Source: an optimization exercise on an open RTL-to-GDS flow (aim: small area and a short achievable clock period). Production flows keep margins and buffers that such runs may drop.
Only simulation tests tie the RTL to the original design; equivalence was not proved.
Power and IR drop assume default switching activity.

**flow/constraint.sdc**
```tcl
create_clock -name core_clock -period 18.0 [get_ports {clk}]
set_input_delay 3.6000 -clock core_clock [delete_from_list [all_inputs] [get_ports {clk}]]
set_output_delay 3.6000 -clock core_clock [all_outputs]
set_load 0.01 [all_outputs]
```
**flow/flow/synth.tcl**
```tcl
# synth_recipe.tcl (the standard synthesis) with two changes: ABC maps with
# flow/abc.script in place of ORFS's abc_speed.script, and full and half adders
# are extracted into fa/ha cells only in the carry-save block tod_csa (ABC
# maps the adders' logic elsewhere with the rest).
# Everything else, including the register names and cells, is as in the
# standard synthesis.
proc synth {args} { yosys synth -nofsm -noshare {*}$args }
proc extract_fa {args} { yosys extract_fa {*}$args tod_csa }
proc abc {args} {
  set i [lsearch -exact $args -script]
  if { $i >= 0 } {
    set args [lreplace $args [expr {$i + 1}] [expr {$i + 1}] $::env(FLOW_ABC_SCRIPT)]
  }
  yosys abc {*}$args
}
source $::env(SCRIPTS_DIR)/synth.tcl
# left out here: clear keep_hierarchy, flatten, clean up, hide names made inside functions, write 1_2_yosys.v
```
**flow/design.v**
```verilog
module tod_core #(parameter TIME_WIDTH_SUB_NS=20, TIME_WIDTH_NS=32, TIME_WIDTH_SEC=48) (
    input clk,
    input rst_n,
    input set_init_time,  
    input set_offset_time,  
    input plus_offset_time,  
    input wire [TIME_WIDTH_SUB_NS-1:0] init_time_sub_ns,
    input wire [TIME_WIDTH_NS-1:0] init_time_ns,
    input wire [TIME_WIDTH_SEC-1:0] init_time_sec,
    input wire [TIME_WIDTH_SUB_NS-1:0] offset_time_sub_ns,
    input wire [TIME_WIDTH_NS-1:0] offset_time_ns,  
    input wire [TIME_WIDTH_SUB_NS-1:0] incr_time_sub_ns,
    input wire [TIME_WIDTH_NS-1:0] incr_time_ns,
    output reg [TIME_WIDTH_SUB_NS-1:0] time_sub_ns,
    output reg [TIME_WIDTH_NS-1:0] time_ns,
    output reg [TIME_WIDTH_SEC-1:0] time_sec
);
localparam W = TIME_WIDTH_SUB_NS + TIME_WIDTH_NS;    
localparam LW = TIME_WIDTH_SUB_NS + 9;                 
localparam HW = W - LW;                                
localparam [HW-1:0] KP = 23'd1953125;                  
localparam [HW-1:0] KM = -23'd1953125;
wire minus = set_offset_time & ~plus_offset_time;
wire [W-1:0] a = {time_ns, time_sub_ns};
wire [W-1:0] b = {incr_time_ns, incr_time_sub_ns};
wire [W-1:0] c = {W{set_offset_time}} & ({offset_time_ns, offset_time_sub_ns} ^ {W{minus}});
wire [W-1:0] x, ym;
tod_csa u_csa (.a(a), .b(b), .c(c), .s(x), .co(ym));
wire [W-1:0] y = {ym[W-2:0], 1'b0};
wire [LW-1:0] lo;
wire c9;
tod_add_lo u_lo (.a(x[LW-1:0]), .b(y[LW-1:0]), .cin(minus), .s(lo), .cout(c9));
wire [HW-1:0] xu = x[W-1:LW];
wire [HW-1:0] yu = y[W-1:LW];
wire [1:0] ib = incr_time_ns[29:28];
wire [1:0] io = offset_time_ns[29:28];
wire low = minus & (time_ns[29] ? ({1'b0, ib} + 3'd2 <= {1'b0, io}) : (ib <= io));
wire [HW-1:0] ks = low ? KP : KM;         
wire [HW-1:0] xk = xu ^ yu ^ ks;
wire [HW-1:0] yk = {(xu[HW-2:0] & yu[HW-2:0]) | (xu[HW-2:0] & ks[HW-2:0]) | (yu[HW-2:0] & ks[HW-2:0]), 1'b0};
wire [HW-1:0] u0, uk;
wire co0, cok;
wire p0m, c0m, pkm, ckm;                   
tod_add_hi u_h0 (.a(xu), .b(yu), .cin(c9), .s(u0), .cout(co0), .pm(p0m), .cm(c0m));
tod_add_hi u_hk (.a(xk), .b(yk), .cin(c9), .s(uk), .cout(cok), .pm(pkm), .cm(ckm));
wire [TIME_WIDTH_SEC-1:0] ones, zeros;
assign ones[0] = 1'b1;
assign zeros[0] = 1'b1;
genvar k;
generate for (k = 1; k < TIME_WIDTH_SEC; k = k + 1) begin : g_pre
    assign ones[k] = ones[k-1] & time_sec[k-1];
    assign zeros[k] = zeros[k-1] & ~time_sec[k-1];
end endgenerate
localparam NC = 4;
wire ld = set_init_time;
wire e_adv = ~low & ~ld;
wire e_dec = low & ~ld;
wire [NC-1:0] adv_n, dec_n, use_k, use_0;
genvar r;
generate for (r = 0; r < NC; r = r + 1) begin : g_flag
    tod_mux2 u_a (.a(e_adv & ~pkm), .b(e_adv & pkm), .s(ckm), .y(adv_n[r]));
    tod_mux2 u_d (.a(e_dec & p0m), .b(e_dec & ~p0m), .s(c0m), .y(dec_n[r]));
    assign use_k[r] = adv_n[r] | dec_n[r];
    assign use_0[r] = ~(adv_n[r] | dec_n[r] | ld);
end endgenerate
wire [TIME_WIDTH_SEC-1:0] sec_q = ld ? init_time_sec : time_sec;
wire [TIME_WIDTH_SEC-1:0] sec_tn;        
genvar j;
generate for (j = 0; j < TIME_WIDTH_SEC; j = j + 1) begin : g_sfin
    tod_aoi22 u_t (.a1(adv_n[j % NC]), .a2(ones[j]), .b1(dec_n[j % NC]), .b2(zeros[j]), .y(sec_tn[j]));
end endgenerate
wire [TIME_WIDTH_SEC-1:0] sec_nxt = ~(sec_q ^ sec_tn);
wire [HW-1:0] ns_hi_n;
generate for (j = 0; j < HW; j = j + 1) begin : g_nfin
    tod_aoi222 u_m (.a1(use_k[j % NC]), .a2(uk[j]), .b1(use_0[j % NC]), .b2(u0[j]), .c1(ld), .c2(init_time_ns[9+j]), .y(ns_hi_n[j]));
end endgenerate
wire [HW-1:0] ns_hi_nxt = ~ns_hi_n;
always @(posedge clk or negedge rst_n) begin
    if (!rst_n) begin
        time_sub_ns <= {TIME_WIDTH_SUB_NS{1'b0}};
        time_ns <= {TIME_WIDTH_NS{1'b0}};
        time_sec <= {TIME_WIDTH_SEC{1'b0}};
    end
    else begin
        time_sub_ns <= ld ? init_time_sub_ns : lo[TIME_WIDTH_SUB_NS-1:0];
        time_ns <= {ns_hi_nxt, ld ? init_time_ns[8:0] : lo[LW-1:TIME_WIDTH_SUB_NS]};
        time_sec <= sec_nxt;
    end
end
endmodule
module tod_csa (input [51:0] a, input [51:0] b, input [51:0] c, output [51:0] s, output [51:0] co);
assign s = a ^ b ^ c;
assign co = (a & b) | (a & c) | (b & c);
endmodule
module tod_add_lo (input [28:0] a, input [28:0] b, input cin, output [28:0] s, output cout);
wire [28:0] p = a ^ b;
wire [28:0] gn = ~(a & b);
wire [28:0] pn = ~(a | b);    
wire w1 = ~cin;
wire w2;
tod_oai21 uw2 (.a1(pn[0]), .a2(w1), .b1(gn[0]), .y(w2));
wire w3;
tod_oai21 uw3 (.a1(pn[2]), .a2(gn[1]), .b1(gn[2]), .y(w3));
wire w4;
tod_nor2 uw4 (.a(pn[2]), .b(pn[1]), .y(w4));
wire w5;
tod_oai21 uw5 (.a1(pn[4]), .a2(gn[3]), .b1(gn[4]), .y(w5));
wire w6;
tod_nor2 uw6 (.a(pn[4]), .b(pn[3]), .y(w6));
wire w7;
tod_oai21 uw7 (.a1(pn[6]), .a2(gn[5]), .b1(gn[6]), .y(w7));
wire w8;
tod_nor2 uw8 (.a(pn[6]), .b(pn[5]), .y(w8));
wire w9;
tod_oai21 uw9 (.a1(pn[8]), .a2(gn[7]), .b1(gn[8]), .y(w9));
wire w10;
tod_nor2 uw10 (.a(pn[8]), .b(pn[7]), .y(w10));
wire w11;
tod_oai21 uw11 (.a1(pn[10]), .a2(gn[9]), .b1(gn[10]), .y(w11));
wire w12;
tod_nor2 uw12 (.a(pn[10]), .b(pn[9]), .y(w12));
wire w13;
tod_oai21 uw13 (.a1(pn[12]), .a2(gn[11]), .b1(gn[12]), .y(w13));
wire w14;
tod_nor2 uw14 (.a(pn[12]), .b(pn[11]), .y(w14));
wire w15;
tod_oai21 uw15 (.a1(pn[14]), .a2(gn[13]), .b1(gn[14]), .y(w15));
wire w16;
tod_nor2 uw16 (.a(pn[14]), .b(pn[13]), .y(w16));
wire w17;
tod_oai21 uw17 (.a1(pn[16]), .a2(gn[15]), .b1(gn[16]), .y(w17));
wire w18;
tod_nor2 uw18 (.a(pn[16]), .b(pn[15]), .y(w18));
wire w19;
tod_oai21 uw19 (.a1(pn[18]), .a2(gn[17]), .b1(gn[18]), .y(w19));
wire w20;
tod_nor2 uw20 (.a(pn[18]), .b(pn[17]), .y(w20));
wire w21;
tod_oai21 uw21 (.a1(pn[20]), .a2(gn[19]), .b1(gn[20]), .y(w21));
wire w22;
tod_nor2 uw22 (.a(pn[20]), .b(pn[19]), .y(w22));
wire w23;
tod_oai21 uw23 (.a1(pn[22]), .a2(gn[21]), .b1(gn[22]), .y(w23));
wire w24;
tod_nor2 uw24 (.a(pn[22]), .b(pn[21]), .y(w24));
wire w25;
tod_oai21 uw25 (.a1(pn[24]), .a2(gn[23]), .b1(gn[24]), .y(w25));
wire w26;
tod_nor2 uw26 (.a(pn[24]), .b(pn[23]), .y(w26));
wire w27;
tod_oai21 uw27 (.a1(pn[26]), .a2(gn[25]), .b1(gn[26]), .y(w27));
wire w28;
tod_nor2 uw28 (.a(pn[26]), .b(pn[25]), .y(w28));
wire w29;
tod_oai21 uw29 (.a1(pn[28]), .a2(gn[27]), .b1(gn[28]), .y(w29));
wire w30;
tod_nor2 uw30 (.a(pn[28]), .b(pn[27]), .y(w30));
wire w31;
tod_aoi21 uw31 (.a1(w4), .a2(w2), .b1(w3), .y(w31));
wire w32;
tod_aoi21 uw32 (.a1(w8), .a2(w5), .b1(w7), .y(w32));
wire w33;
tod_nand2 uw33 (.a(w8), .b(w6), .y(w33));
wire w34;
tod_aoi21 uw34 (.a1(w12), .a2(w9), .b1(w11), .y(w34));
wire w35;
tod_nand2 uw35 (.a(w12), .b(w10), .y(w35));
wire w36;
tod_aoi21 uw36 (.a1(w16), .a2(w13), .b1(w15), .y(w36));
wire w37;
tod_nand2 uw37 (.a(w16), .b(w14), .y(w37));
wire w38;
tod_aoi21 uw38 (.a1(w20), .a2(w17), .b1(w19), .y(w38));
wire w39;
tod_nand2 uw39 (.a(w20), .b(w18), .y(w39));
wire w40;
tod_aoi21 uw40 (.a1(w24), .a2(w21), .b1(w23), .y(w40));
wire w41;
tod_nand2 uw41 (.a(w24), .b(w22), .y(w41));
wire w42;
tod_aoi21 uw42 (.a1(w28), .a2(w25), .b1(w27), .y(w42));
wire w43;
tod_nand2 uw43 (.a(w28), .b(w26), .y(w43));
wire w44;
tod_oai21 uw44 (.a1(w33), .a2(w31), .b1(w32), .y(w44));
wire w45;
tod_oai21 uw45 (.a1(w37), .a2(w34), .b1(w36), .y(w45));
wire w46;
tod_nor2 uw46 (.a(w37), .b(w35), .y(w46));
wire w47;
tod_oai21 uw47 (.a1(w41), .a2(w38), .b1(w40), .y(w47));
wire w48;
tod_nor2 uw48 (.a(w41), .b(w39), .y(w48));
wire w49;
tod_aoi21 uw49 (.a1(w46), .a2(w44), .b1(w45), .y(w49));
wire w50 = ~w49;
wire w51;
tod_aoi21 uw51 (.a1(w48), .a2(w50), .b1(w47), .y(w51));
wire w52 = ~w44;
wire w53;
tod_oai21 uw53 (.a1(w35), .a2(w52), .b1(w34), .y(w53));
wire w54;
tod_oai21 uw54 (.a1(w39), .a2(w49), .b1(w38), .y(w54));
wire w55;
tod_oai21 uw55 (.a1(w43), .a2(w51), .b1(w42), .y(w55));
wire w56 = ~w31;
wire w57;
tod_aoi21 uw57 (.a1(w6), .a2(w56), .b1(w5), .y(w57));
wire w58;
tod_aoi21 uw58 (.a1(w10), .a2(w44), .b1(w9), .y(w58));
wire w59;
tod_aoi21 uw59 (.a1(w14), .a2(w53), .b1(w13), .y(w59));
wire w60;
tod_aoi21 uw60 (.a1(w18), .a2(w50), .b1(w17), .y(w60));
wire w61;
tod_aoi21 uw61 (.a1(w22), .a2(w54), .b1(w21), .y(w61));
wire w62 = ~w51;
wire w63;
tod_aoi21 uw63 (.a1(w26), .a2(w62), .b1(w25), .y(w63));
wire w64;
tod_aoi21 uw64 (.a1(w30), .a2(w55), .b1(w29), .y(w64));
wire w65 = ~w2;
wire w66;
tod_oai21 uw66 (.a1(pn[1]), .a2(w65), .b1(gn[1]), .y(w66));
wire w67;
tod_oai21 uw67 (.a1(pn[3]), .a2(w31), .b1(gn[3]), .y(w67));
wire w68;
tod_oai21 uw68 (.a1(pn[5]), .a2(w57), .b1(gn[5]), .y(w68));
wire w69;
tod_oai21 uw69 (.a1(pn[7]), .a2(w52), .b1(gn[7]), .y(w69));
wire w70;
tod_oai21 uw70 (.a1(pn[9]), .a2(w58), .b1(gn[9]), .y(w70));
wire w71 = ~w53;
wire w72;
tod_oai21 uw72 (.a1(pn[11]), .a2(w71), .b1(gn[11]), .y(w72));
wire w73;
tod_oai21 uw73 (.a1(pn[13]), .a2(w59), .b1(gn[13]), .y(w73));
wire w74;
tod_oai21 uw74 (.a1(pn[15]), .a2(w49), .b1(gn[15]), .y(w74));
wire w75;
tod_oai21 uw75 (.a1(pn[17]), .a2(w60), .b1(gn[17]), .y(w75));
wire w76 = ~w54;
wire w77;
tod_oai21 uw77 (.a1(pn[19]), .a2(w76), .b1(gn[19]), .y(w77));
wire w78;
tod_oai21 uw78 (.a1(pn[21]), .a2(w61), .b1(gn[21]), .y(w78));
wire w79;
tod_oai21 uw79 (.a1(pn[23]), .a2(w51), .b1(gn[23]), .y(w79));
wire w80;
tod_oai21 uw80 (.a1(pn[25]), .a2(w63), .b1(gn[25]), .y(w80));
wire w81 = ~w55;
wire w82;
tod_oai21 uw82 (.a1(pn[27]), .a2(w81), .b1(gn[27]), .y(w82));
wire [29:0] cy;
assign cy[0] = cin;
assign cy[1] = w2;
assign cy[2] = w66;
assign cy[3] = ~w31;
assign cy[4] = w67;
assign cy[5] = ~w57;
assign cy[6] = w68;
assign cy[7] = w44;
assign cy[8] = w69;
assign cy[9] = ~w58;
assign cy[10] = w70;
assign cy[11] = w53;
assign cy[12] = w72;
assign cy[13] = ~w59;
assign cy[14] = w73;
assign cy[15] = ~w49;
assign cy[16] = w74;
assign cy[17] = ~w60;
assign cy[18] = w75;
assign cy[19] = w54;
assign cy[20] = w77;
assign cy[21] = ~w61;
assign cy[22] = w78;
assign cy[23] = ~w51;
assign cy[24] = w79;
assign cy[25] = ~w63;
assign cy[26] = w80;
assign cy[27] = w55;
assign cy[28] = w82;
assign cy[29] = ~w64;
assign s = p ^ cy[28:0];
assign cout = cy[29];
endmodule
module tod_add_hi (input [22:0] a, input [22:0] b, input cin, output [22:0] s, output cout, output pm, output cm);
wire [22:0] p = a ^ b;
wire [22:0] gn = ~(a & b);
wire [22:0] pn = ~(a | b);    
wire w1;
tod_oai21 uw1 (.a1(pn[1]), .a2(gn[0]), .b1(gn[1]), .y(w1));
wire w2;
tod_nor2 uw2 (.a(pn[1]), .b(pn[0]), .y(w2));
wire w3;
tod_oai21 uw3 (.a1(pn[3]), .a2(gn[2]), .b1(gn[3]), .y(w3));
wire w4;
tod_nor2 uw4 (.a(pn[3]), .b(pn[2]), .y(w4));
wire w5;
tod_oai21 uw5 (.a1(pn[5]), .a2(gn[4]), .b1(gn[5]), .y(w5));
wire w6;
tod_nor2 uw6 (.a(pn[5]), .b(pn[4]), .y(w6));
wire w7;
tod_oai21 uw7 (.a1(pn[7]), .a2(gn[6]), .b1(gn[7]), .y(w7));
wire w8;
tod_nor2 uw8 (.a(pn[7]), .b(pn[6]), .y(w8));
wire w9;
tod_oai21 uw9 (.a1(pn[9]), .a2(gn[8]), .b1(gn[9]), .y(w9));
wire w10;
tod_nor2 uw10 (.a(pn[9]), .b(pn[8]), .y(w10));
wire w11;
tod_oai21 uw11 (.a1(pn[11]), .a2(gn[10]), .b1(gn[11]), .y(w11));
wire w12;
tod_nor2 uw12 (.a(pn[11]), .b(pn[10]), .y(w12));
wire w13;
tod_oai21 uw13 (.a1(pn[13]), .a2(gn[12]), .b1(gn[13]), .y(w13));
wire w14;
tod_nor2 uw14 (.a(pn[13]), .b(pn[12]), .y(w14));
wire w15;
tod_oai21 uw15 (.a1(pn[15]), .a2(gn[14]), .b1(gn[15]), .y(w15));
wire w16;
tod_nor2 uw16 (.a(pn[15]), .b(pn[14]), .y(w16));
wire w17;
tod_oai21 uw17 (.a1(pn[17]), .a2(gn[16]), .b1(gn[17]), .y(w17));
wire w18;
tod_nor2 uw18 (.a(pn[17]), .b(pn[16]), .y(w18));
wire w19;
tod_oai21 uw19 (.a1(pn[19]), .a2(gn[18]), .b1(gn[19]), .y(w19));
wire w20;
tod_nor2 uw20 (.a(pn[19]), .b(pn[18]), .y(w20));
wire w21;
tod_oai21 uw21 (.a1(pn[21]), .a2(gn[20]), .b1(gn[21]), .y(w21));
wire w22;
tod_nor2 uw22 (.a(pn[21]), .b(pn[20]), .y(w22));
wire w23;
tod_aoi21 uw23 (.a1(w4), .a2(w1), .b1(w3), .y(w23));
wire w24;
tod_nand2 uw24 (.a(w4), .b(w2), .y(w24));
wire w25;
tod_aoi21 uw25 (.a1(w8), .a2(w5), .b1(w7), .y(w25));
wire w26;
tod_nand2 uw26 (.a(w8), .b(w6), .y(w26));
wire w27;
tod_aoi21 uw27 (.a1(w12), .a2(w9), .b1(w11), .y(w27));
wire w28;
tod_nand2 uw28 (.a(w12), .b(w10), .y(w28));
wire w29;
tod_aoi21 uw29 (.a1(w16), .a2(w13), .b1(w15), .y(w29));
wire w30;
tod_nand2 uw30 (.a(w16), .b(w14), .y(w30));
wire w31;
tod_aoi21 uw31 (.a1(w20), .a2(w17), .b1(w19), .y(w31));
wire w32;
tod_nand2 uw32 (.a(w20), .b(w18), .y(w32));
wire w33;
tod_oai21 uw33 (.a1(w26), .a2(w23), .b1(w25), .y(w33));
wire w34;
tod_nor2 uw34 (.a(w26), .b(w24), .y(w34));
wire w35;
tod_oai21 uw35 (.a1(w30), .a2(w27), .b1(w29), .y(w35));
wire w36;
tod_nor2 uw36 (.a(w30), .b(w28), .y(w36));
wire w37;
tod_aoi21 uw37 (.a1(w36), .a2(w33), .b1(w35), .y(w37));
wire w38;
tod_nand2 uw38 (.a(w36), .b(w34), .y(w38));
wire w39 = ~w33;
wire w40;
tod_oai21 uw40 (.a1(w28), .a2(w39), .b1(w27), .y(w40));
wire w41 = ~w34;
wire w42;
tod_nor2 uw42 (.a(w28), .b(w41), .y(w42));
wire w43;
tod_oai21 uw43 (.a1(w32), .a2(w37), .b1(w31), .y(w43));
wire w44;
tod_nor2 uw44 (.a(w32), .b(w38), .y(w44));
wire w45 = ~w23;
wire w46;
tod_aoi21 uw46 (.a1(w6), .a2(w45), .b1(w5), .y(w46));
wire w47 = ~w24;
wire w48;
tod_nand2 uw48 (.a(w6), .b(w47), .y(w48));
wire w49;
tod_aoi21 uw49 (.a1(w10), .a2(w33), .b1(w9), .y(w49));
wire w50;
tod_nand2 uw50 (.a(w10), .b(w34), .y(w50));
wire w51;
tod_aoi21 uw51 (.a1(w14), .a2(w40), .b1(w13), .y(w51));
wire w52;
tod_nand2 uw52 (.a(w14), .b(w42), .y(w52));
wire w53 = ~w37;
wire w54;
tod_aoi21 uw54 (.a1(w18), .a2(w53), .b1(w17), .y(w54));
wire w55 = ~w38;
wire w56;
tod_nand2 uw56 (.a(w18), .b(w55), .y(w56));
wire w57;
tod_aoi21 uw57 (.a1(w22), .a2(w43), .b1(w21), .y(w57));
wire w58;
tod_nand2 uw58 (.a(w22), .b(w44), .y(w58));
wire w59 = ~w1;
wire w60;
tod_oai21 uw60 (.a1(pn[2]), .a2(w59), .b1(gn[2]), .y(w60));
wire w61 = ~w2;
wire w62;
tod_nor2 uw62 (.a(pn[2]), .b(w61), .y(w62));
wire w63;
tod_oai21 uw63 (.a1(pn[4]), .a2(w23), .b1(gn[4]), .y(w63));
wire w64;
tod_nor2 uw64 (.a(pn[4]), .b(w24), .y(w64));
wire w65;
tod_oai21 uw65 (.a1(pn[6]), .a2(w46), .b1(gn[6]), .y(w65));
wire w66;
tod_nor2 uw66 (.a(pn[6]), .b(w48), .y(w66));
wire w67;
tod_oai21 uw67 (.a1(pn[8]), .a2(w39), .b1(gn[8]), .y(w67));
wire w68;
tod_nor2 uw68 (.a(pn[8]), .b(w41), .y(w68));
wire w69;
tod_oai21 uw69 (.a1(pn[10]), .a2(w49), .b1(gn[10]), .y(w69));
wire w70;
tod_nor2 uw70 (.a(pn[10]), .b(w50), .y(w70));
wire w71 = ~w40;
wire w72;
tod_oai21 uw72 (.a1(pn[12]), .a2(w71), .b1(gn[12]), .y(w72));
wire w73 = ~w42;
wire w74;
tod_nor2 uw74 (.a(pn[12]), .b(w73), .y(w74));
wire w75;
tod_oai21 uw75 (.a1(pn[14]), .a2(w51), .b1(gn[14]), .y(w75));
wire w76;
tod_nor2 uw76 (.a(pn[14]), .b(w52), .y(w76));
wire w77;
tod_oai21 uw77 (.a1(pn[16]), .a2(w37), .b1(gn[16]), .y(w77));
wire w78;
tod_nor2 uw78 (.a(pn[16]), .b(w38), .y(w78));
wire w79;
tod_oai21 uw79 (.a1(pn[18]), .a2(w54), .b1(gn[18]), .y(w79));
wire w80;
tod_nor2 uw80 (.a(pn[18]), .b(w56), .y(w80));
wire w81 = ~w43;
wire w82;
tod_oai21 uw82 (.a1(pn[20]), .a2(w81), .b1(gn[20]), .y(w82));
wire w83 = ~w44;
wire w84;
tod_nor2 uw84 (.a(pn[20]), .b(w83), .y(w84));
wire w85;
tod_oai21 uw85 (.a1(pn[22]), .a2(w57), .b1(gn[22]), .y(w85));
wire w86;
tod_nor2 uw86 (.a(pn[22]), .b(w58), .y(w86));
wire [23:0] cy;
assign cy[0] = cin;
wire w87 = ~cin;
wire w88;
tod_oai21 uw88 (.a1(pn[0]), .a2(w87), .b1(gn[0]), .y(w88));
assign cy[1] = w88;
wire w89;
tod_aoi21 uw89 (.a1(w2), .a2(cin), .b1(w1), .y(w89));
assign cy[2] = ~w89;
wire w90;
tod_aoi21 uw90 (.a1(w62), .a2(cin), .b1(w60), .y(w90));
assign cy[3] = ~w90;
wire w91;
tod_oai21 uw91 (.a1(w24), .a2(w87), .b1(w23), .y(w91));
assign cy[4] = w91;
wire w92;
tod_aoi21 uw92 (.a1(w64), .a2(cin), .b1(w63), .y(w92));
assign cy[5] = ~w92;
wire w93;
tod_oai21 uw93 (.a1(w48), .a2(w87), .b1(w46), .y(w93));
assign cy[6] = w93;
wire w94;
tod_aoi21 uw94 (.a1(w66), .a2(cin), .b1(w65), .y(w94));
assign cy[7] = ~w94;
wire w95;
tod_aoi21 uw95 (.a1(w34), .a2(cin), .b1(w33), .y(w95));
assign cy[8] = ~w95;
wire w96;
tod_aoi21 uw96 (.a1(w68), .a2(cin), .b1(w67), .y(w96));
assign cy[9] = ~w96;
wire w97;
tod_oai21 uw97 (.a1(w50), .a2(w87), .b1(w49), .y(w97));
assign cy[10] = w97;
wire w98;
tod_aoi21 uw98 (.a1(w70), .a2(cin), .b1(w69), .y(w98));
assign cy[11] = ~w98;
wire w99;
tod_aoi21 uw99 (.a1(w42), .a2(cin), .b1(w40), .y(w99));
assign cy[12] = ~w99;
wire w100;
tod_aoi21 uw100 (.a1(w74), .a2(cin), .b1(w72), .y(w100));
assign cy[13] = ~w100;
wire w101;
tod_oai21 uw101 (.a1(w52), .a2(w87), .b1(w51), .y(w101));
assign cy[14] = w101;
wire w102;
tod_aoi21 uw102 (.a1(w76), .a2(cin), .b1(w75), .y(w102));
assign cy[15] = ~w102;
wire w103;
tod_oai21 uw103 (.a1(w38), .a2(w87), .b1(w37), .y(w103));
assign cy[16] = w103;
wire w104;
tod_aoi21 uw104 (.a1(w78), .a2(cin), .b1(w77), .y(w104));
assign cy[17] = ~w104;
wire w105;
tod_oai21 uw105 (.a1(w56), .a2(w87), .b1(w54), .y(w105));
assign cy[18] = w105;
wire w106;
tod_aoi21 uw106 (.a1(w80), .a2(cin), .b1(w79), .y(w106));
assign cy[19] = ~w106;
wire w107;
tod_aoi21 uw107 (.a1(w44), .a2(cin), .b1(w43), .y(w107));
assign cy[20] = ~w107;
wire w108;
tod_aoi21 uw108 (.a1(w84), .a2(cin), .b1(w82), .y(w108));
assign cy[21] = ~w108;
wire w109;
tod_oai21 uw109 (.a1(w58), .a2(w87), .b1(w57), .y(w109));
assign cy[22] = w109;
wire w110;
tod_aoi21 uw110 (.a1(w86), .a2(cin), .b1(w85), .y(w110));
assign cy[23] = ~w110;
assign s = p ^ cy[22:0];
assign cout = cy[23];
assign pm = p[22];
assign cm = cy[22];
endmodule
module tod_aoi21 (input a1, input a2, input b1, output y);
assign y = ~((a1 & a2) | b1);
endmodule
module tod_oai21 (input a1, input a2, input b1, output y);
assign y = ~((a1 | a2) & b1);
endmodule
module tod_nand2 (input a, input b, output y);
assign y = ~(a & b);
endmodule
module tod_nor2 (input a, input b, output y);
assign y = ~(a | b);
endmodule
module tod_mux2 (input a, input b, input s, output y);
assign y = s ? b : a;
endmodule
module tod_xnor2 (input a, input b, output y);
assign y = ~(a ^ b);
endmodule
module tod_aoi22 (input a1, input a2, input b1, input b2, output y);
assign y = ~((a1 & a2) | (b1 & b2));
endmodule
module tod_aoi222 (input a1, input a2, input b1, input b2, input c1, input c2, output y);
assign y = ~((a1 & a2) | (b1 & b2) | (c1 & c2));
endmodule
```
**flow/config.mk**
```make
export PLATFORM = sky130hd
export DESIGN_NAME = tod_core
export DESIGN_NICKNAME = tod_core
export VERILOG_FILES = /design/flow/design.v
export SDC_FILE = /design/flow/constraint.sdc
export NUM_CORES = 4
export LEC_CHECK = 0
export CAP_MARGIN = 20
export CORE_MARGIN = 2
export CORE_UTILIZATION = 55
export SLEW_MARGIN = 20
```
**flow/flow/abc.script**
```
&get -n
&st
&dch -f
&nf -a
&put
```
**flow/flow/run.sh**
```bash
#!/bin/bash
# The standard layout (standard.sh), with three changes to how it is made:
# - synthesis maps all logic with flow/abc.script, an area-oriented ABC script (see flow/synth.tcl);
# - the port buffers use the smallest buffer cell instead of buffer_ports' default;
# - repair_timing works towards a setup slack of 10.45 ns at the design's clock period.
# - extra ORFS settings: "SYNTH_KEEP_MODULES=tod_aoi21 tod_oai21 tod_nand2 tod_nor2 tod_aoi22 tod_aoi222 tod_csa tod_mux2" (SYNTH_KEEP_MODULES keeps the one-gate blocks of
#   rtl/tod_core.v apart in synthesis, so each maps to one library gate).
# The output of every step goes to standard.log here (ORFS's own per-step logs stay in orfs/logs).
set -euo pipefail
export FLOW_ABC_SCRIPT=$PWD/flow/abc.script
bash standard.sh SYNTH_SCRIPT=$PWD/flow/synth.tcl "BUFFER_PORTS_ARGS=-buffer_cell sky130_fd_sc_hd__buf_1" SETUP_SLACK_MARGIN=10.45 "SYNTH_KEEP_MODULES=tod_aoi21 tod_oai21 tod_nand2 tod_nor2 tod_aoi22 tod_aoi222 tod_csa tod_mux2" finish > standard.log 2>&1
```
**flow/standard.sh**
```bash
#!/bin/bash
# synth_recipe.tcl (not shown) runs the flow's synth.tcl, then flattens the netlist and writes it again
# the make line also repeats each setting of config.mk as NAME=value (left out here)
make -C /OpenROAD-flow-scripts/flow DESIGN_CONFIG=/design/flow/config.mk WORK_HOME=/design/flow/orfs CLKGATE_MAP_FILE= SYNTH_SCRIPT=/design/flow/synth_recipe.tcl "${@:-finish}"
```
==> impl_metrics.toml, run 1 <==
[sta]
finalCriticalPeriod_ps = 7381
finalClockSkew_ps = 12.54
tightest_slew_ps = 864.0
final-hold-violation-count = 0
min_period_over_period_pct = 41.01
setup_tns_ps = 0
fin_ws_ps = 10620
maxSlewViolCount = 0
rsz0062_at_grt = "true"
setup_viol_count_final = 0
slew_headroom_pct = 42.40
fmax_mhz = 135.5

[run_status]
status = "timing/DRC/antenna clean"

[setup_path]
cp_max_fo = 6
cp.arrival_ps = 7620
cp-start-kind = "flop"
critPathCaptureType = "flop"
crit_type = "reg -> reg"
ff2ff_setup_slack_ps = 10620
worstPathRequired_ps = 18240

[final_layout]
syn2layout_area_growth_pct = 27.99
final_layout_size_suffix_gt1_share_pct = 11.27
stdcell_count = 1871
fill_cells = 1511
fin_nets = 1897
final_util_pct = 71.89

[clocking]
clk_pin_slew_worst_paths_ps = 80
clock_path_buffers = 2
cts.sinks = 100
cts-htree-levels = 3
clkLatencyLatePin_ps = 360
cts_buffers = 9
cts-root-buf = "clkbuf_16"
cts_tree = "done"

[floorplan]
io-pin-count = 309
core_sq_mm = 0.01796
rows = 49
die_w_um = 139.4
fp.dieH_um = 139.4
die-area_sq_mm = 0.01944
initial_core_util_pct = 56.17

[drt]
firstDrtPassIters = 6
vias_per_cell = 5.778
via_count = 10810
drt-initial-drc-count = 749
ant_nets = 0
wirelength_um = 33650
drc = 0
wl_per_cell_um = 17.98

[synthesis]
synth_cell_type_count = 27
yosysSeqAreaShare_pct = 24.80
ys_warn_count = 1
yosysMostFrequentCell = "o21ai_0"
async_flop_share_pct = 100.0
synth_enable_flop_cells = 0
synth_area_sq_mm = 0.01009
synth.avg_cell_area_sq_um = 7.895
synthCells = 1278
synth_seq_cells = 100
synth_top_cell_by_area = "dfrtp_1"
synthTopCellsByArea = "dfrtp_1, fa_1, o21ai_0"
synth_top_area_share_pct = 24.80
synth-main-ff-cell = "dfrtp_1"
netlist_top_cells_count = "o21ai_0, nor2_1, nand2_1"

[placed_design]
place_congestion = 0.9037
post-place-cells = 1823
port-buffer-count = 308
dp.final_hpwl_um = 23120
place_ws_ps = 8277

[power]
power_density_mw_per_mm2 = 218.4
internal_power_uw = 1325
finalPower_uw = 2820
p_switching_uw = 1495
seqPwrFrac_pct = 14.1
leakagePower_uw = 0.004826
ir_drop_mv = 0.1330
p_clk_share_pct = 7.1
p_comb_share_pct = 78.9
swShare_pct = 53.01

[job]
maxCapViolations = 0

[global_route]
grt_pass1_vias = 10070
globalRouteOverflowTotal = 0
grt_max_degree = 59
grt_usage_pct = 32.96
grt_first_pass_wirelength_um = 51350
antenna_found_initial = 1

[hold_path]
hp-class = "reg -> reg"
==> flip-flops by register name, summed over array words and instances (netlist names) <==
| register | count |
|---|---|
| time_sec | 48 |
| time_ns | 32 |
| time_sub_ns | 20 |
==> per-stage QoR <==
| stage | hold slack (ps) | cell area, sq um |
|---|---|---|
| 2_1_floorplan | 618.1 | 10150 |
| 3_3_place_gp | 573.3 | 11640 |
| 3_5_place_dp | 588.3 | 11640 |
| 4_1_cts | 606.0 | 12330 |
| 5_1_grt | 623.2 | 12910 |
| 6_report | 603.4 | 12910 |
==> worst max-delay path, cell delays in order (launching register included) <==
cell	delay, ps
dfrtp_1	450
or4_4	580
nor4_4	200
or4b_4	540
nor4_4	180
nand2b_1	120
or4_1	480
or4_4	470
or4_4	460
or4_4	470
or4_4	460
or4_4	460
or4_4	460
or4_4	460
or4_4	460
or4_4	460
nor4_1	190
a22oi_1	180
xor2_1	190
==> kinds of logic after synthesis <==
family / Yosys count / synth area share [%]
fa+ha+maj: 52 / 10.32
simple gates: 426 / 19.51
flops: 100 / 24.80
xor+xnor: 170 / 14.76
mux: 56 / 5.655
compound gates: 396 / 22.02
buf+inv: 77 / 2.902
other cells: 1 / 0.03717
==> cell usage in the layout, fill, tap and decap left out, drive strengths merged, types with 23 or more instances in the layout <==
cell type	synthesis	final
clkinv	76	79
a222oi	23	23
fa	52	52
a22oi	48	48
mux2i	48	48
nor2	157	157
a21oi	119	119
xor2	78	78
dfrtp	100	100
buf	1	337
nor2b	36	36
nand2	135	135
o21ai	204	204
xnor2	92	92
==> worst paths after layout <==
kind                                      to  depth (start not counted)    startpoint
min in group asynchronous        time_ns[19]                          1         rst_n
worst max register to register  time_sec[47]                         18   time_sec[2]
max in group asynchronous         time_ns[6]                          2         rst_n
worst min-delay path            time_sec[47]                          2  time_sec[47]
worst max-delay path            time_sec[47]                         18   time_sec[2]
worst min register to register  time_sec[47]                          2  time_sec[47]
==> per-module statistics from Yosys (local to each module, per instance) <==
module,cells,times used,flops+latches
tod_core,886,1,100
tod_aoi21,1,66,0
tod_nor2,1,66,0
tod_aoi222,1,23,0
tod_mux2,1,8,0
tod_nand2,1,28,0
tod_csa,52,1,0
tod_oai21,1,101,0
tod_aoi22,1,48,0
==> power by group through the flow <==
| stage | Clock, uW | Sequential, uW | Combinational (uW) |
|---|---|---|---|
| 6_report | 199 | 397 | 2220 |
| 5_1_grt | 211 | 411 | 2420 |
| 4_1_cts | 202 | 396 | 1970 |
| 3_5_place_dp | 0 | 397 | 1830 |
| 3_3_place_gp | 0 | 397 | 1800 |
| 2_1_floorplan | 0 | 413 | 1380 |
==> layer usage <==
layer	track usage (%)	part of all wire, %	routed length [um]	vias up
met1	44.07	42	14050	5115
li1	-	-	-	5174
met5	0	0	0	-
met4	10.05	2.5	827	0
met3	4.749	7.2	2419	55
met2	55.75	49	16350	467
==> final cells by class <==
cell class | instances | area (sq um) | area share [%]
antenna | 1 | 2.502 | 0.01938
clock buffer | 9 | 225.2 | 1.744
clock inverter | 7 | 67.56 | 0.5232
inverter | 76 | 300.3 | 2.325
multi-input combinational | 1105 | 7976 | 61.77
sequential | 100 | 2502 | 19.38
tap | 229 | 286.5 | 2.219
timing repair buffer | 341 | 1503 | 11.64
timing repair inverter | 3 | 50.05 | 0.3876
==> what timing repair did <==
item,4_1_cts,5_1_grt
hold buffers,0,0
resized for setup,71,118
setup endpoints to repair,71,61
pin swaps,8,36
cloned,3,3
buffers inserted,8,17
==> run 2, diff against run 1 <==
==> flow/flow/run.sh (replaced) <==
#!/bin/bash
# The standard layout (standard.sh), with three changes to how it is made:
# - synthesis maps all logic with flow/abc.script, an area-oriented ABC script (see flow/synth.tcl);
# - the port buffers use the smallest buffer cell instead of buffer_ports' default;
# - repair_timing works towards a setup slack of 10.35 ns at the design's clock period.
# - extra ORFS settings: "SYNTH_KEEP_MODULES=tod_aoi21 tod_oai21 tod_nand2 tod_nor2 tod_aoi22 tod_aoi222 tod_csa tod_mux2" (SYNTH_KEEP_MODULES keeps the one-gate blocks of
#   rtl/tod_core.v apart in synthesis, so each maps to one library gate).
# The output of every step goes to standard.log here (ORFS's own per-step logs stay in orfs/logs).
set -euo pipefail
export FLOW_ABC_SCRIPT=$PWD/flow/abc.script
bash standard.sh SYNTH_SCRIPT=$PWD/flow/synth.tcl "BUFFER_PORTS_ARGS=-buffer_cell sky130_fd_sc_hd__buf_1" SETUP_SLACK_MARGIN=10.35 "SYNTH_KEEP_MODULES=tod_aoi21 tod_oai21 tod_nand2 tod_nor2 tod_aoi22 tod_aoi222 tod_csa tod_mux2" finish > standard.log 2>&1
==> run 2 against run 1 <==
Effect of this change: total power is 5.5% lower; non-clock buffer count down 17; first-iteration DRC count rose by 11%; die area unchanged; final cell count fell by 1.0%; fmax down 1.2%; synthesized cell count unchanged; sequential share of layout area up 0.76 points; global-route usage decreased by 0.80 points; critical path depth grew 1; largest cell class unchanged; largest power group unchanged; highest routed layer unchanged.
==> impl_metrics.toml, run 2 <==
[final_layout]
antenna_cells = 0
seq_area_sq_mm = 0.002504
multi_input_area_sq_mm = 0.007697
layout_common_cells = "buf_1, o21ai_0, nor2_1, nand2_1, a21oi_1"
final_common_cell = "buf_1"
final_layout_size_suffix_gt1_share_pct = 7.086
largest_register_ffs = 48
stdcell_count = 1852
regMostFlops = "time_sec"
fill_cells = 1580
stdcell_area_sq_mm = 0.01243
syn2layout_area_growth_pct = 23.20
fin_nets = 1879
reg.largest.list = "time_sec: 48 flops, time_ns: 32 flops, time_sub_ns: 20 flops"

[clocking]
cts_tree = "done"
cts_buffers = 9
cts-root-buf = "clkbuf_16"
clkLatencyLatePin_ps = 360
cts.sinks = 100
clock_path_buffers = 2
clk_pin_slew_worst_paths_ps = 80
cts-htree-levels = 3

[power]
p_comb_share_pct = 77.6
internal_power_uw = 1255
p_clk_share_pct = 7.4
power_density_mw_per_mm2 = 214.4
seqPwrFrac_pct = 15.0
swShare_pct = 52.91
p_switching_uw = 1410
finalPower_uw = 2665
leakagePower_uw = 0.004646
ir_drop_mv = 0.1341

[setup_path]
cp_max_fo = 26
crit_type = "in -> reg"
worstPathRequired_ps = 18230
cp-start-kind = "input pin"
critPathCaptureType = "flop"
cp.arrival_ps = 7700

[synthesis]
yosysSeqAreaShare_pct = 24.80
synth_top_cell_by_area = "dfrtp_1"
ys_warn_count = 1
synth-simple-area-share_pct = 19.51
synth_top_area_share_pct = 24.80
netlist_top_cells_count = "o21ai_0, nor2_1, nand2_1"
synthMuxAreaShare_pct = 5.655
synth_enable_flop_cells = 0
synth_cell_type_count = 27
synth_area_sq_mm = 0.01009
synth_top_family_by_area = "compound AO/OA/AOI/OAI gates"
synth-main-ff-cell = "dfrtp_1"
yosysMostFrequentCell = "o21ai_0"
synthAdderAreaFrac_pct = 10.32
synth-compound-area-share_pct = 22.02
synthTopCellsByArea = "dfrtp_1, fa_1, o21ai_0"
synth.avg_cell_area_sq_um = 7.895
synth_xor_area_share_pct = 14.76
synthCells = 1278
synth_seq_cells = 100
async_flop_share_pct = 100.0

[drt]
firstDrtPassIters = 8
wl_per_cell_um = 17.44
vias_per_cell = 5.762
drc = 0
drt-initial-drc-count = 835
via_count = 10670
wirelength_um = 32310
ant_nets = 0

[global_route]
antenna_found_initial = 0
grt_max_degree = 81
grt_usage_pct = 32.16
grt_first_pass_wirelength_um = 50260
grt_pass1_vias = 9794
globalRouteOverflowTotal = 0

[hold_path]
hp-class = "reg -> reg"

[floorplan]
die-area_sq_mm = 0.01944
rows = 49
fp.dieH_um = 139.4
die_w_um = 139.4
core_sq_mm = 0.01796
io-pin-count = 309
initial_core_util_pct = 56.17

[run_status]
status = "timing/DRC/antenna clean"

[job]
maxCapViolations = 0

[sta]
min_period_over_period_pct = 41.50
tightest_slew_ps = 990.8
finalCriticalPeriod_ps = 7470
fmax_mhz = 133.9
slew_headroom_pct = 33.95
maxSlewViolCount = 0
final-hold-violation-count = 0
rsz0062_at_grt = "true"
setup_viol_count_final = 0
setup_tns_ps = 0
finalClockSkew_ps = 11.64

[placed_design]
port-buffer-count = 308
post-place-cells = 1821
place_congestion = 0.9273
placed_area_sq_mm = 0.01162
dp.final_hpwl_um = 23510
## run 2: path summary, 6_finish.rpt
path | from | to | slack, ps | depth (start not counted)
worst max-delay path | plus_offset_time | time_ns[19] | 10530 | 19
worst min-delay path | time_sec[47] | time_sec[47] | 600 | 2
worst max register to register | time_sec[2] | time_sec[47] | 10600 | 18
worst min register to register | time_sec[47] | time_sec[47] | 600 | 2
max in group asynchronous | rst_n | time_sec[1] | 13410 | 2
min in group asynchronous | rst_n | time_ns[20] | 3310 | 1
## run 2: power groups by stage
stage                     registers [uW]  clock network [uW]  logic, uW
after floorplan                      413                   0       1380
after global placement               400                   0       1800
after detailed placement             400                   0       1830
after CTS                            399                 199       1940
after global routing                 413                 206       2270
final                                400                 196       2070
## run 2: kinds of logic after synthesis
family	after synthesis
buffers and inverters	77
other	1
xor gates and xnor gates	170
and+or+nand+nor	426
DFF	100
adders and majority gates	52
AOI/OAI and AO/OA	396
muxes	56
## run 2: per-stage QoR
stage                     setup WS (ps)  util (%)  hold WS [ps]
final                             10530     69.20         598.7
after global routing              10300     69.20         623.4
after CTS                         10360     67.82         605.9
after detailed placement           7962     64.67         587.2
after global placement             8214     64.67         569.4
after floorplan                   10360         -         618.1
## run 2: repair_timing
action | CTS | global route
hold buffers | 0 | 0
cloned | 2 | 0
buffers inserted | 4 | 9
pin swaps | 3 | 6
gates resized for setup | 63 | 49
endpoints found under the setup margin | 71 | 28
## run 2: final cells by class
| cell class | instances | share of cell area (%) |
|---|---|---|
| clock buffer | 10 | 1.842 |
| clock inverter | 6 | 0.4529 |
| tap | 229 | 2.305 |
| timing repair buffer | 324 | 10.66 |
| multi-input combinational | 1105 | 61.92 |
| sequential | 100 | 20.14 |
| inverter | 76 | 2.416 |
| timing repair inverter | 2 | 0.2617 |
## run 2: layer usage
layer | GRT usage, % | wire (um) | share of wire (%)
met1 | 44.38 | 13780 | 43
met2 | 52.92 | 15360 | 48
met3 | 4.646 | 2473 | 7.7
met4 | 9.410 | 698 | 2.2
met5 | 0 | 0 | 0
## run 2: critical path, stage by stage
cell	delay, ps
buf_6	190
clkinv_8	140
o21ai_0	190
a21oi_1	70
fa_1	540
xor2_1	280
xnor2_1	120
nor2_1	190
o21ai_0	140
a21oi_1	240
o21ai_4	130
a21oi_4	220
o21ai_2	130
a21oi_2	190
o21ai_4	120
mux2_4	330
or2_4	310
a222oi_1	390
clkinv_1	120
## run 2: Yosys stat by module, one instance, submodules excluded
module / cell area, sq um / flip-flops and latches / cells inside / times used
tod_mux2: 11.26 / 0 / 1 / 8
tod_aoi22: 7.507 / 0 / 1 / 48
tod_csa: 1041 / 0 / 52 / 1
tod_nand2: 3.754 / 0 / 1 / 28
tod_aoi222: 10.01 / 0 / 1 / 23
tod_nor2: 3.754 / 0 / 1 / 66
tod_oai21: 5.005 / 0 / 1 / 101
tod_aoi21: 5.005 / 0 / 1 / 66
tod_core: 7179 / 100 / 886 / 1
==> run 3, diff against run 2 <==
--- a/flow/config.mk
+++ b/flow/config.mk
@@ -7,5 +7,5 @@
 export LEC_CHECK = 0
 export CAP_MARGIN = 20
 export CORE_MARGIN = 2
-export CORE_UTILIZATION = 55
+export CORE_UTILIZATION = 60
 export SLEW_MARGIN = 20
==> run 3 against run 2 <==
Effect of this change: via count up 1.6%; combinational power is essentially flat; non-clock buffer count grew 6; routed wire length decreased by 1.1%; final cell count fell by 0.11%; die area decreased by 8.1%; clock power about the same; largest cell class unchanged; first-iteration DRC count increased by 3.1%; total power is 0.45% higher; cell area up 0.51%; critical path type unchanged.
==> impl_metrics.toml, run 3 <==
[run_status]
status = "timing/DRC/antenna clean"

[floorplan]
rows = 47
initial_core_util_pct = 61.06
die-area_sq_mm = 0.01787
core_sq_mm = 0.01652
io-pin-count = 309
fp.dieH_um = 133.7
die_w_um = 133.7

[global_route]
globalRouteOverflowTotal = 0
antenna_found_initial = 0
grt_pass1_vias = 10000
grt_first_pass_wirelength_um = 49190
grt_max_degree = 70
grt_usage_pct = 34.80

[power]
p_comb_share_pct = 77.8
finalPower_uw = 2677
ir_drop_mv = 0.1464
p_clk_share_pct = 7.2
internal_power_uw = 1261
swShare_pct = 52.92
seqPwrFrac_pct = 15.0
p_switching_uw = 1417
power_density_mw_per_mm2 = 214.3
leakagePower_uw = 0.004680

[setup_path]
crit_slowest_cell = "fa_1"
cp.arrival_ps = 7740
cp_cell_sequence = "buf_8 -> clkinv_8 -> o21ai_0 -> a21oi_1 -> fa_1 -> nand2_1 -> o21ai_1 -> a21oi_2 -> o21ai_2 -> a21oi_2 -> o21ai_2 -> a21oi_1 -> o21ai_4 -> mux2_4 -> or2_4 -> a222oi_1 -> clkinv_1"
cp_max_fo = 13
crit_family = "compound AO/OA/AOI/OAI gates"
crit_path_start = "plus_offset_time"
worstPathRequired_ps = 18210
cp-start-kind = "input pin"
crit_buf_inv = 3
worstReg2RegStart = "time_sec[3]"
max_stage_delay_ps = 570
critPathCaptureType = "flop"
crit_type = "in -> reg"

[sta]
finalCriticalPeriod_ps = 7527
final-hold-violation-count = 0
fin_ws_ps = 10470
fmax_mhz = 132.9
hold_ws_ps = 601.4
setup_viol_count_final = 0
setup_tns_ps = 0
finalClockSkew_ps = 13.31
maxSlewViolCount = 0
min_period_over_period_pct = 41.81
slew_headroom_pct = 33.09
rsz0062_at_grt = "true"
tightest_slew_ps = 1004

[drt]
wirelength_um = 31950
vias_per_cell = 5.863
ant_nets = 0
drt-initial-drc-count = 861
wl_per_cell_um = 17.27
firstDrtPassIters = 6
drc = 0
via_count = 10850

[placed_design]
dp.final_hpwl_um = 22930
place_ws_ps = 8154
place_congestion = 0.9544
port-buffer-count = 308

[synthesis]
synthCells = 1278
ys_warn_count = 1
synth_seq_cells = 100
yosysMostFrequentCell = "o21ai_0"
synth_cell_type_count = 27
synth_top_area_share_pct = 24.80
async_flop_share_pct = 100.0
netlist_top_cells_count = "o21ai_0, nor2_1, nand2_1"
synth-main-ff-cell = "dfrtp_1"
synth_area_sq_mm = 0.01009
synth_enable_flop_cells = 0
synthTopCellsByArea = "dfrtp_1, fa_1, o21ai_0"
yosysSeqAreaShare_pct = 24.80
synth_top_cell_by_area = "dfrtp_1"
synth.avg_cell_area_sq_um = 7.895

[job]
maxCapViolations = 0

[clocking]
cts_buffers = 9
cts-root-buf = "clkbuf_16"
clk_pin_slew_worst_paths_ps = 80
cts_tree = "done"
clkLatencyLatePin_ps = 360
clock_path_buffers = 2
cts-htree-levels = 3
cts.sinks = 100

[final_layout]
regMostFlops = "time_sec"
largest_register_ffs = 48
antenna_cells = 0
syn2layout_area_growth_pct = 23.83
layout_common_cells = "buf_1, o21ai_0, nor2_1, nand2_1, a21oi_1"
final_layout_size_suffix_gt1_share_pct = 7.914
reg.largest.list = "time_sec: 48 flops, time_ns: 32 flops, time_sub_ns: 20 flops"
final_common_cell = "buf_1"
fin_nets = 1886

[hold_path]
worstHoldStart = "time_sec[47]"
hp-class = "reg -> reg"
[run 3: metrics by stage]
step	std cells	cell area, sq um	utilization [%]
after floorplan	1282	10150	-
after global placement	1813	11610	70.28
after detailed placement	1813	11610	70.28
after CTS	1838	12210	73.89
after global routing	1850	12490	75.61
final	1850	12490	75.61
[run 3: final timing paths]
check	to	slack (ps)	cells past startpoint
hold / removal	time_sec[47]	600	2
hold reg to reg	time_sec[47]	600	2
min in group asynchronous	time_sub_ns[2]	3340	1
setup / recovery	time_ns[14]	10470	17
max in group asynchronous	time_sec[1]	13480	2
setup reg to reg	time_sec[47]	10590	18
[run 3: worst min-delay path, stage by stage, from the launching register on]
cell	delay, ps
dfrtp_1	350
mux2i_1	90
xor2_1	130
[run 3: power by group through the flow]
stage	combinational [uW]	sequential [uW]	clock, uW
CTS	1950	399	197
finish	2080	401	193
floorplan	1380	413	0
detailed placement	1820	400	0
global route	2280	413	204
global placement	1790	400	0
[run 3: kinds of logic after synthesis]
family / share of synthesized area (%)
mux: 5.655
fa+ha+maj: 10.32
flops: 24.80
xor+xnor: 14.76
buf+inv: 2.902
other cells: 0.03717
simple gates: 19.51
compound gates: 22.02
[run 3: per-module statistics from Yosys (local to each module, per instance)]
module      area [sq um]  cells
tod_aoi222         10.01      1
tod_nand2          3.754      1
tod_aoi21          5.005      1
tod_oai21          5.005      1
tod_csa             1041     52
tod_mux2           11.26      1
tod_core            7179    886
tod_nor2           3.754      1
tod_aoi22          7.507      1
[run 3: repair_timing]
| action | in CTS | in global routing |
|---|---|---|
| hold buffers | 0 | 0 |
| cloned | 2 | 1 |
| pin swaps | 5 | 8 |
| endpoints found under the setup margin | 71 | 27 |
| resized for setup | 69 | 52 |
| setup buffers | 7 | 11 |
[run 3: final cells by class]
class                   count  area [sq um]
repair buffers            330          1356
multi-input cells        1105          7716
fillers                  1306          4030
inverters                  76         300.3
well taps                 220         275.3
flip-flops and latches    100          2504
clock inverters             6         58.81
clock buffers              10         229.0
repair inverters            3         55.05
[run 3: routing by layer]
layer,up-vias,GRT usage (%),routed length [um]
met5,-,0,0
met4,0,15.72,1220
met3,87,5.936,2782
met2,530,56.96,15080
met1,5069,45.44,12860
li1,5160,-,-
==> run 4, diff against run 3 <==
==> flow/flow/run.sh (replaced) <==
#!/bin/bash
# The standard layout (standard.sh), changed only in how the layout is made:
# - synthesis (flow/synth.tcl) maps the logic with flow/abc.script, an
#   area-oriented ABC script, and keeps the one-gate blocks of rtl/tod_core.v,
#   the carry-save block tod_csa and the 2:1 muxes apart (SYNTH_KEEP_MODULES), so
#   each maps to its own library cells and the adders keep their depth;
# - the port buffers use the smallest buffer cell instead of buffer_ports' default;
set -euo pipefail
export FLOW_ABC_SCRIPT=$PWD/flow/abc.script
bash standard.sh SYNTH_SCRIPT=$PWD/flow/synth.tcl "BUFFER_PORTS_ARGS=-buffer_cell sky130_fd_sc_hd__buf_1" SETUP_SLACK_MARGIN=10.35 "SYNTH_KEEP_MODULES=tod_aoi21 tod_oai21 tod_nand2 tod_nor2 tod_aoi22 tod_aoi222 tod_csa tod_mux2" finish > standard.log 2>&1
--- a/flow/config.mk
+++ b/flow/config.mk
@@ -7,5 +7,5 @@
 export LEC_CHECK = 0
 export CAP_MARGIN = 20
 export CORE_MARGIN = 2
-export CORE_UTILIZATION = 60
+export CORE_UTILIZATION = 55
 export SLEW_MARGIN = 20
==> run 4 against run 3 <==
Effect of this change: register-to-register slack about the same; sequential cell count unchanged; sequential share of layout area increased by 0.10 points; cell area decreased by 0.51%; clock power about the same; clock skew decreased by 1.7 ps; core utilization decreased by 6.4 points; die area increased by 8.8%; fmax increased by 0.75%; critical path depth increased by 2; total power decreased by 0.45%; first-iteration DRC count decreased by 3.0%; critical endpoint is now time_ns[19]; highest routed layer unchanged.
==> impl_metrics.toml, run 4 <==
[run_status]
status = "timing/DRC/antenna clean"

[final_layout]
antenna_cells = 0
final_common_cell = "buf_1"
fin_nets = 1879
regMostFlops = "time_sec"
fill_cells = 1580
syn2layout_area_growth_pct = 23.20
final_util_pct = 69.20
final_layout_size_suffix_gt1_share_pct = 7.086
reg.largest.list = "time_sec: 48 flops, time_ns: 32 flops, time_sub_ns: 20 flops"
seq_area_sq_mm = 0.002504
multi_input_area_sq_mm = 0.007697
stdcell_count = 1852
largest_register_ffs = 48
layout_common_cells = "buf_1, o21ai_0, nor2_1, nand2_1, a21oi_1"

[clocking]
cts.sinks = 100
cts-htree-levels = 3
cts_tree = "done"
cts-root-buf = "clkbuf_16"
postCtsHoldBufs = 0
clk_pin_slew_worst_paths_ps = 80
cts_buffers = 9
clkLatencyLatePin_ps = 360
clock_path_buffers = 2

[drt]
firstDrtPassIters = 8
drc = 0
drt-initial-drc-count = 835
via_count = 10670
wl_per_cell_um = 17.44
ant_nets = 0
vias_per_cell = 5.762
wirelength_um = 32310

[synthesis]
synth-compound-area-share_pct = 22.02
synthTopCellsByArea = "dfrtp_1, fa_1, o21ai_0"
synth_cell_type_count = 27
synth_seq_cells = 100
synth_top_family_by_area = "compound AO/OA/AOI/OAI gates"
synthAdderAreaFrac_pct = 10.32
synthCells = 1278
synth_enable_flop_cells = 0
yosysSeqAreaShare_pct = 24.80
ys_warn_count = 1
yosysMostFrequentCell = "o21ai_0"
synth_top_area_share_pct = 24.80
synth_area_sq_mm = 0.01009
async_flop_share_pct = 100.0
synth_top_cell_by_area = "dfrtp_1"
synth-simple-area-share_pct = 19.51
synth.avg_cell_area_sq_um = 7.895
synth-main-ff-cell = "dfrtp_1"
synth_xor_area_share_pct = 14.76
netlist_top_cells_count = "o21ai_0, nor2_1, nand2_1"
synthMuxAreaShare_pct = 5.655

[global_route]
grt_first_pass_wirelength_um = 50260
grt_pass1_vias = 9794
grt_max_degree = 81
grt_usage_pct = 32.16
antenna_found_initial = 0
globalRouteOverflowTotal = 0

[setup_path]
max_stage_delay_ps = 540
worstPathRequired_ps = 18230
crit_type = "in -> reg"
cp_max_fo = 26
crit_family = "compound AO/OA/AOI/OAI gates"
cp_cell_sequence = "buf_6 -> clkinv_8 -> o21ai_0 -> a21oi_1 -> fa_1 -> xor2_1 -> xnor2_1 -> nor2_1 -> o21ai_0 -> a21oi_1 -> o21ai_4 -> a21oi_4 -> o21ai_2 -> a21oi_2 -> o21ai_4 -> mux2_4 -> or2_4 -> a222oi_1 -> clkinv_1"
crit_buf_inv = 3
cp-start-kind = "input pin"
crit_slowest_cell = "fa_1"
cp.arrival_ps = 7700
critPathCaptureType = "flop"

[power]
p_comb_share_pct = 77.6
swShare_pct = 52.91
internal_power_uw = 1255
power_density_mw_per_mm2 = 214.4
leakagePower_uw = 0.004646
seqPwrFrac_pct = 15.0
p_clk_share_pct = 7.4
ir_drop_mv = 0.1341
p_switching_uw = 1410

[sta]
min_period_over_period_pct = 41.50
fin_ws_ps = 10530
tightest_slew_ps = 990.8
final-hold-violation-count = 0
fmax_mhz = 133.9
setup_tns_ps = 0
setup_viol_count_final = 0
finalClockSkew_ps = 11.64
slew_headroom_pct = 33.95
rsz0062_at_grt = "true"
maxSlewViolCount = 0
hold_ws_ps = 598.7
finalCriticalPeriod_ps = 7470

[floorplan]
core_sq_mm = 0.01796
rows = 49
initial_core_util_pct = 56.17
io-pin-count = 309
fp.dieH_um = 139.4
die-area_sq_mm = 0.01944
die_w_um = 139.4

[placed_design]
place_ws_ps = 7962
post-place-cells = 1821
port-buffer-count = 308
dp.final_hpwl_um = 23510
place_congestion = 0.9273

[job]
maxCapViolations = 0

[hold_path]
hp-class = "reg -> reg"
-- run 4: cell counts after synthesis --
No cell type changed its count.
-- run 4: kinds of logic (layout without fill, tap and decap cells) --
| logic type | count (synthesis) | after routing |
|---|---|---|
| buf+inv | 77 | 418 |
| compound gates | 396 | 396 |
| other cells | 1 | 5 |
| mux | 56 | 56 |
| xor+xnor | 170 | 170 |
| fa+ha+maj | 52 | 52 |
| simple gates | 426 | 426 |
| flops | 100 | 100 |
-- run 4: metrics by stage --
stage | total power (uW) | instance area [sq um]
6_report | 2665 | 12430
5_1_grt | 2885 | 12430
4_1_cts | 2538 | 12180
3_5_place_dp | 2227 | 11620
3_3_place_gp | 2195 | 11620
2_1_floorplan | 1790 | 10150
-- run 4: timing repair --
item,CTS,global route
resized for setup,63,49
setup buffers,4,9
gates cloned,2,0
setup endpoints to repair,71,28
pin swaps,3,6
-- run 4: final cells by class --
| cell class | count | area share [%] |
|---|---|---|
| Multi-Input combinational cell | 1105 | 61.92 |
| Sequential cell | 100 | 20.14 |
| Timing Repair Buffer | 324 | 10.66 |
| Inverter | 76 | 2.416 |
| Tap cell | 229 | 2.305 |
| Clock buffer | 10 | 1.842 |
| Clock inverter | 6 | 0.4529 |
| Timing Repair inverter | 2 | 0.2617 |
-- run 4: final timing paths --
check	startpoint	end	slack [ps]	depth (start not counted)
worst max-delay path	plus_offset_time	time_ns[19]	10530	19
worst min-delay path	time_sec[47]	time_sec[47]	600	2
worst max register to register	time_sec[2]	time_sec[47]	10600	18
worst min register to register	time_sec[47]	time_sec[47]	600	2
max in group asynchronous	rst_n	time_sec[1]	13410	2
min in group asynchronous	rst_n	time_ns[20]	3310	1
-- run 4: worst register-to-register path: cells and delay by family (launching register included) --
family / cells / cell delay [ps]
AO/OA/AOI/OAI: 1 / 160
XOR/XNOR: 1 / 190
AND/OR/NAND/NOR: 16 / 6500
flip-flops: 1 / 430
-- run 4: per-layer routing --
metal	up-vias	GRT usage, %	wire length, um
met3	48	4.646	2473
met4	0	9.410	698
met5	-	0	0
li1	5160	-	-
met1	5026	44.38	13780
met2	437	52.92	15360
-- run 4: power by group through the flow --
stage / Combinational [uW] / Sequential [uW] / Clock (uW)
floorplan: 1380 / 413 / 0
global placement: 1800 / 400 / 0
detailed placement: 1830 / 400 / 0
CTS: 1940 / 399 / 199
global route: 2270 / 413 / 206
finish: 2070 / 400 / 196
-- run 4: Yosys stat by module, one instance, submodules excluded --
| module | area (sq um) | flip-flops and latches | times used | cells |
|---|---|---|---|---|
| tod_aoi22 | 7.507 | 0 | 48 | 1 |
| tod_csa | 1041 | 0 | 1 | 52 |
| tod_core | 7179 | 100 | 1 | 886 |
| tod_oai21 | 5.005 | 0 | 101 | 1 |
| tod_nor2 | 3.754 | 0 | 66 | 1 |
| tod_nand2 | 3.754 | 0 | 28 | 1 |
| tod_aoi222 | 10.01 | 0 | 23 | 1 |
| tod_aoi21 | 5.005 | 0 | 66 | 1 |
| tod_mux2 | 11.26 | 0 | 8 | 1 |
==> run 5, diff against run 4 <==
--- a/flow/flow/run.sh
+++ b/flow/flow/run.sh
@@ -7,4 +7,4 @@
 # - the port buffers use the smallest buffer cell instead of buffer_ports' default;
 set -euo pipefail
 export FLOW_ABC_SCRIPT=$PWD/flow/abc.script
-bash standard.sh SYNTH_SCRIPT=$PWD/flow/synth.tcl "BUFFER_PORTS_ARGS=-buffer_cell sky130_fd_sc_hd__buf_1" SETUP_SLACK_MARGIN=10.35 "SYNTH_KEEP_MODULES=tod_aoi21 tod_oai21 tod_nand2 tod_nor2 tod_aoi22 tod_aoi222 tod_csa tod_mux2" finish > standard.log 2>&1
+bash standard.sh SYNTH_SCRIPT=$PWD/flow/synth.tcl "BUFFER_PORTS_ARGS=-buffer_cell sky130_fd_sc_hd__buf_1" SETUP_SLACK_MARGIN=10.25 "SYNTH_KEEP_MODULES=tod_aoi21 tod_oai21 tod_nand2 tod_nor2 tod_aoi22 tod_aoi222 tod_csa tod_mux2" finish > standard.log 2>&1
==> run 5 against run 4 <==
Effect of this change: first-iteration DRC count increased by 2.4%; sequential power barely moved; synthesized area unchanged; die area is the same; final cell count did not move; routed wire length is 2.1% lower; largest cell class unchanged; global-route usage down 0.35 points.
==> impl_metrics.toml, run 5 <==
[run_status]
status = "timing/DRC/antenna clean"

[setup_path]
cp_cell_sequence = "buf_6 -> clkinv_8 -> o21ai_0 -> a21oi_1 -> fa_1 -> xnor2_1 -> xnor2_1 -> nor2_1 -> nor2_1 -> nand2_1 -> nor2_4 -> nand2_2 -> nor2_4 -> nand2_1 -> o21ai_4 -> mux2_4 -> or2_4 -> a222oi_1 -> clkinv_1"
critPathCaptureType = "flop"
crit_type = "in -> reg"
crit_cells = 19
worstPathRequired_ps = 18220
crit_family = "simple AND/OR/NAND/NOR gates"
cp_max_fo = 26
cp-start-kind = "input pin"
crit_slowest_cell = "fa_1"
ff2ff_setup_slack_ps = 10490
max_stage_delay_ps = 500
cp.arrival_ps = 7790
crit_buf_inv = 3
rr_worst_depth = 18

[synthesis]
yosysSeqAreaShare_pct = 24.80
synthCells = 1278
synth_top_cell_by_area = "dfrtp_1"
ys_warn_count = 1
netlist_top_cells_count = "o21ai_0, nor2_1, nand2_1"
synth_area_sq_mm = 0.01009
async_flop_share_pct = 100.0
synth_enable_flop_cells = 0
yosysMostFrequentCell = "o21ai_0"
synth-main-ff-cell = "dfrtp_1"
synth_top_area_share_pct = 24.80
synth.avg_cell_area_sq_um = 7.895
synthTopCellsByArea = "dfrtp_1, fa_1, o21ai_0"
synth_cell_type_count = 27
synth_seq_cells = 100

[power]
seqPwrFrac_pct = 15.1
ir_drop_mv = 0.1172
power_density_mw_per_mm2 = 212.6
p_switching_uw = 1391
leakagePower_uw = 0.004634
internal_power_uw = 1241
swShare_pct = 52.85
p_clk_share_pct = 7.5
p_comb_share_pct = 77.4

[sta]
slew_headroom_pct = 39.16
min_period_over_period_pct = 42.06
fmax_mhz = 132.1
maxSlewViolCount = 0
rsz0062_at_grt = "false"
finalClockSkew_ps = 11.82
setup_viol_count_final = 0
finalCriticalPeriod_ps = 7572
setup_tns_ps = 0
final-hold-violation-count = 0
tightest_slew_ps = 912.7

[floorplan]
io-pin-count = 309
initial_core_util_pct = 56.17
rows = 49
core_sq_mm = 0.01796
die-area_sq_mm = 0.01944
die_w_um = 139.4
fp.dieH_um = 139.4

[clocking]
cts-htree-levels = 3
cts_tree = "done"
postCtsHoldBufs = 0
cts.sinks = 100
clk_pin_slew_worst_paths_ps = 80
clkLatencyLatePin_ps = 360
cts-root-buf = "clkbuf_16"
cts_buffers = 9
clock_path_buffers = 2

[placed_design]
placed_area_sq_mm = 0.01162
place_congestion = 0.8992
port-buffer-count = 308
dp.final_hpwl_um = 23090

[drt]
drt-initial-drc-count = 855
wirelength_um = 31630
drc = 0
ant_nets = 0
vias_per_cell = 5.656
firstDrtPassIters = 6
wl_per_cell_um = 17.08
via_count = 10470

[final_layout]
stdcell_area_sq_mm = 0.01238
regMostFlops = "time_sec"
final_layout_size_suffix_gt1_share_pct = 6.654
syn2layout_area_growth_pct = 22.68
reg.largest.list = "time_sec: 48 flops, time_ns: 32 flops, time_sub_ns: 20 flops"
fin_nets = 1879
largest_register_ffs = 48
final_common_cell = "buf_1"
antenna_cells = 0
final_util_pct = 68.91
layout_common_cells = "buf_1, o21ai_0, nor2_1, nand2_1, a21oi_1"

[global_route]
grt_first_pass_wirelength_um = 49680
globalRouteOverflowTotal = 0
grt_pass1_vias = 9733
antenna_found_initial = 0
grt_usage_pct = 31.81
grt_max_degree = 69

[hold_path]
hp-class = "reg -> reg"
min_path_cells = 2

[job]
maxCapViolations = 0
==> run 5: layout make-up <==
cell class                      count  area [sq um]
Sequential cell                   100          2504
Timing Repair Buffer              324          1303
Fill cell                        1561          5585
Multi-Input combinational cell   1105          7656
Inverter                           76         300.3
Timing Repair inverter              2         31.28
Clock buffer                       10         239.0
Tap cell                          229         286.5
Clock inverter                      6         58.81
==> run 5: final timing paths <==
kind	startpoint	to
worst min register to register	time_sec[47]	time_sec[47]
worst max-delay path	plus_offset_time	time_ns[19]
worst max register to register	time_sec[2]	time_sec[47]
max in group asynchronous	rst_n	time_sec[1]
worst min-delay path	time_sec[47]	time_sec[47]
min in group asynchronous	rst_n	time_ns[16]
==> run 5: what timing repair did <==
action                     4_1_cts  5_1_grt
pin swaps                        2        7
gates resized for setup         52       53
gates cloned                     2        0
setup endpoints to repair       71       32
hold endpoints to repair         0        0
setup buffers                    3        9
==> run 5: worst min-delay path: stages (launching register included) <==
cell	delay, ps
dfrtp_1	350
mux2i_1	80
xor2_1	130
==> run 5: metrics by stage <==
stage / total power [uW] / worst slack [ps] / hold WS [ps] / std cells
2_1_floorplan: 1786 / 10260 / 618.1 / 1282
3_3_place_gp: 2190 / 8196 / 573.2 / 1822
3_5_place_dp: 2216 / 8083 / 588.1 / 1822
4_1_cts: 2497 / 10220 / 609.9 / 1843
5_1_grt: 2860 / 10180 / 648.4 / 1852
6_report: 2632 / 10430 / 605.7 / 1852
==> run 5: power by group through the flow <==
stage	Combinational [uW]	Clock, uW	Sequential [uW]
after CTS	1900	201	398
after floorplan	1370	0	413
after global routing	2240	211	412
final	2040	197	399
after global placement	1790	0	400
after detailed placement	1820	0	400
==> run 5: per-module statistics from Yosys (local to each module, per instance) <==
module      area (sq um)  copies in the design  flip-flops and latches  cells inside
tod_nand2          3.754                    28                       0             1
tod_aoi22          7.507                    48                       0             1
tod_csa             1041                     1                       0            52
tod_mux2           11.26                     8                       0             1
tod_core            7179                     1                     100           886
tod_aoi222         10.01                    23                       0             1
tod_aoi21          5.005                    66                       0             1
tod_oai21          5.005                   101                       0             1
tod_nor2           3.754                    66                       0             1
==> run 5: metal layers <==
metal / GRT usage (%) / share of wire [%] / vias to the layer above
met3: 3.854 / 7.0 / 32
met1: 44.87 / 43 / 4890
met4: 8.134 / 1.6 / 0
met2: 52.32 / 48 / 406
li1: - / - / 5146
met5: 0 / 0 / -
==> run 5: logic make-up after synthesis <==
| family | count (synthesis) | share of synthesized area [%] |
|---|---|---|
| AND/OR/NAND/NOR | 426 | 19.51 |
| AO/OA/AOI/OAI | 396 | 22.02 |
| XOR/XNOR | 170 | 14.76 |
| flip-flops | 100 | 24.80 |
| buffers and inverters | 77 | 2.902 |
| multiplexers | 56 | 5.655 |
| adder cells (fa/ha/maj) | 52 | 10.32 |
| other | 1 | 0.03717 |

Re-timed with assumed drivers on the ports (clkbuf_16 on the clock, buf_2 on other inputs), run 5 has 10.437 ns of setup slack against 10.428 ns with ideal ports, and 10.035 ns once port delays also move by the mid clock arrival of 0.402 ns.
